Source: an optimization exercise on an open RTL-to-GDS flow (aim: small area). Production flows keep margins and buffers that such runs may drop.
The RTL was checked by simulation tests, not by an equivalence proof against the original design.
The clock port is modelled as an ideal driver, which makes a skipped or thinned clock tree look cheaper than it is; a real chip needs a root buffer or a tree.

==> flow/design.v (excerpt) <==
module LED_Driver(
    input clk,
    input [8:0] sw,
    input btnC,
    input btnU,
    input btnD,
    output [15:0] led,
    output reg [6:0] seg,
    output [6:0] ja_oe,
    output [6:0] ja_out,
    output reg [3:0] an
    );
Size in the first run: roughly 54 I/O pins.
==> flow/config.mk <==
export PLATFORM = sky130hd
export DESIGN_NAME = LED_Driver
export DESIGN_NICKNAME = LED_Driver
export VERILOG_FILES = /design/flow/design.v
export SDC_FILE = /design/flow/constraint.sdc
export NUM_CORES = 4
export LEC_CHECK = 0
export ABC_AREA = 1
export CAP_MARGIN = 20
export CORE_MARGIN = 2
export CORE_UTILIZATION = 40
export CTS_BUF_LIST = sky130_fd_sc_hd__clkbuf_8
export SLEW_MARGIN = 20
==> flow/constraint.sdc <==
create_clock -name core_clock -period 5.0 [get_ports {clk}]
set_input_delay 1.0000 -clock core_clock [delete_from_list [all_inputs] [get_ports {clk}]]
set_output_delay 1.0000 -clock core_clock [all_outputs]
set_load 0.01 [all_outputs]
standard.sh (not shown) runs the stock make flow with config.mk's settings and CLKGATE_MAP_FILE= SYNTH_SCRIPT=/design/flow/synth_recipe.tcl, a recipe that flattens the netlist after the stock synthesis.
==> flow/flow/run.sh <==
#!/bin/bash
# Standard ORFS layout (the standard.sh) with these changes:
#  - synthesis maps the logic with an area-oriented ABC script (flow/abc_min.script:
#    deepsyn, then &nf); everything else in the standard flow's synthesis script is unchanged,
#    except that no buffers are inserted for outputs that share a net
#    (SYNTH_INSBUF=0; every port still gets its own port buffer later);
#  - the port buffers use the smallest buffer cell;
#  - constant outputs share one tie cell per value (SKIP_REPAIR_TIE_FANOUT=1);
#  - the clock tree is one level: the clock port drives 3 clkbuf_16, each
#    placed at the centre of the third of the registers it drives
#    (flow/manual_cts.tcl, run in place of clock_tree_synthesis).
set -euo pipefail
here=$(pwd)
export FLOW_ABC_SCRIPT=$here/flow/abc_min.script
{ echo "source $here/flow/abc_override.tcl"; cat synth_recipe.tcl; } > my_synth.tcl
sed "s#SYNTH_SCRIPT=[^ ]*#SYNTH_SCRIPT=$here/my_synth.tcl SYNTH_INSBUF=0 SKIP_REPAIR_TIE_FANOUT=1#" standard.sh > my_standard.sh
export PRE_CTS_TCL=$here/flow/manual_cts.tcl MANUAL_CTS_NET=clk MANUAL_CTS_N=3 MANUAL_CTS_CELL=sky130_fd_sc_hd__clkbuf_16
export BUFFER_PORTS_ARGS="-buffer_cell sky130_fd_sc_hd__buf_1"
bash my_standard.sh > standard.log 2>&1
Other scripts of this flow, unchanged in this note and not shown: flow/flow/abc_min.script, flow/flow/abc_override.tcl, flow/flow/manual_cts.tcl
The first run produced a clean layout.
Change:
--- a/flow/design.v
+++ b/flow/design.v
@@ -53,22 +53,21 @@
     wire onehot = (sw == 9'h001) | (sw == 9'h002) | (sw == 9'h004) |
                   (sw == 9'h008) | (sw == 9'h010) | (sw == 9'h020) |
                   (sw == 9'h040) | (sw == 9'h080) | (sw == 9'h100);
     wire v = onehot && ((occ_sq & sw) == 9'd0);
     wire [8:0] q  = occ_sq;
     wire [8:0] qp = occ_pl;
-    wire [8:0] t = p ? ~qp : qp;
     wire [7:0] m;
-    assign m[0] = t[0] & t[1] & t[2];
-    assign m[1] = t[5] & t[4] & t[3];
-    assign m[2] = t[6] & t[7] & t[8];
-    assign m[3] = t[6] & t[0] & t[3];
-    assign m[4] = t[1] & t[4] & t[7];
-    assign m[5] = t[5] & t[8] & t[2];
-    assign m[6] = t[0] & t[4] & t[8];
-    assign m[7] = t[6] & t[4] & t[2];
+    assign m[0] = p ? ~(qp[0] | qp[1] | qp[2]) : (qp[0] & qp[1] & qp[2]);
+    assign m[1] = p ? ~(qp[5] | qp[4] | qp[3]) : (qp[5] & qp[4] & qp[3]);
+    assign m[2] = p ? ~(qp[6] | qp[7] | qp[8]) : (qp[6] & qp[7] & qp[8]);
+    assign m[3] = p ? ~(qp[6] | qp[0] | qp[3]) : (qp[6] & qp[0] & qp[3]);
+    assign m[4] = p ? ~(qp[1] | qp[4] | qp[7]) : (qp[1] & qp[4] & qp[7]);
+    assign m[5] = p ? ~(qp[5] | qp[8] | qp[2]) : (qp[5] & qp[8] & qp[2]);
+    assign m[6] = p ? ~(qp[0] | qp[4] | qp[8]) : (qp[0] & qp[4] & qp[8]);
+    assign m[7] = p ? ~(qp[6] | qp[4] | qp[2]) : (qp[6] & qp[4] & qp[2]);
     wire [7:0] qline;
     assign qline[0] = q[0] & q[1] & q[2];
     assign qline[1] = q[5] & q[4] & q[3];
     assign qline[2] = q[6] & q[7] & q[8];
     assign qline[3] = q[6] & q[0] & q[3];
     assign qline[4] = q[1] & q[4] & q[7];
@@ -115,20 +114,31 @@
             else if (nx[2:0] == S_START) occ_sq_n[2:0] <= 3'd0;
             if (upd && !p) occ_pl_n <= qp | sw;
         end
     end
     wire turnX = ((s == S_TURN) | (s == S_ERR)) & !p | (s == S_START);
     wire turnO = ((s == S_TURN) | (s == S_ERR)) & p;
-    wire [8:0] line = m[7] ? 9'b001010100 :
-                      m[6] ? 9'b100010001 :
-                      m[5] ? 9'b100100100 :
-                      m[4] ? 9'b010010010 :
-                      m[3] ? 9'b001001001 :
-                      m[2] ? 9'b111000000 :
-                      m[1] ? 9'b000111000 :
-                      m[0] ? 9'b000000111 : 9'b000000000;
+    wire [7:0] w;
+    assign w[7] = m[7];
+    assign w[6] = m[6] & ~m[7];
+    assign w[5] = m[5] & ~|m[7:6];
+    assign w[4] = m[4] & ~|m[7:5];
+    assign w[3] = m[3] & ~|m[7:4];
+    assign w[2] = m[2] & ~|m[7:3];
+    assign w[1] = m[1] & ~|m[7:2];
+    assign w[0] = m[0] & ~|m[7:1];
+    wire [8:0] line;
+    assign line[0] = w[0] | w[3] | w[6];
+    assign line[1] = w[0] | w[4];
+    assign line[2] = w[0] | w[5] | w[7];
+    assign line[3] = w[1] | w[3];
+    assign line[4] = w[1] | w[4] | w[6] | w[7];
+    assign line[5] = w[1] | w[5];
+    assign line[6] = w[2] | w[3] | w[7];
+    assign line[7] = w[2] | w[4];
+    assign line[8] = w[2] | w[5] | w[6];
     wire [8:0] occ_pos = (s == S_WIN) ? (flash ? line : 9'd0)
                                       : (par ? q : qp);
     reg  [2:0] jr, jc;
     reg        emit;
     wire       c5   = jc[2] & ~jc[1];
     wire [2:0] n_jc = {jc[1:0], ~jc[2]};
Effect: Utilization hardly moves. Setup slack got worse by 0.042 ns. First-iteration DRC count decreases by 18%. Global-route usage climbs by 0.16 points. Design area stays flat. Area after synthesis is lower by 0.36%. Via count falls by 0.80%. Register-to-register slack gains 0.27 ns. Routed wire length came out higher by 1.4%.
In every run of this note, the design's own scripts or RTL, not TritonCTS, make the clock network.

afterwards: timing with drivers on the ports:
Ports are ideal in the flow. The routed layouts listed here were re-timed in OpenROAD.
Step 1, drivers: a clkbuf_16 drives clk and a buf_2 each remaining input, both assumed.
Step 2, shift: input delay + t, output delay - t, t = (earliest + latest rising clock arrival at the registers) / 2. This alone moves slack from input paths to output paths.
Three values: ideal ports, drivers, drivers and shift; two values: the first two.
run	t (ns)	setup WS [ns]	worst hold slack (ns)	worst setup path at the end	pins driven straight from the clock port
the first run	0.227	1.213 / 1.150 / 1.378	0.336 / 0.336 / 0.336	register to output	3
the second run	0.229	1.171 / 1.105 / 1.334	0.345 / 0.345 / 0.345	register to output	3
After both steps every run listed still meets setup and hold.
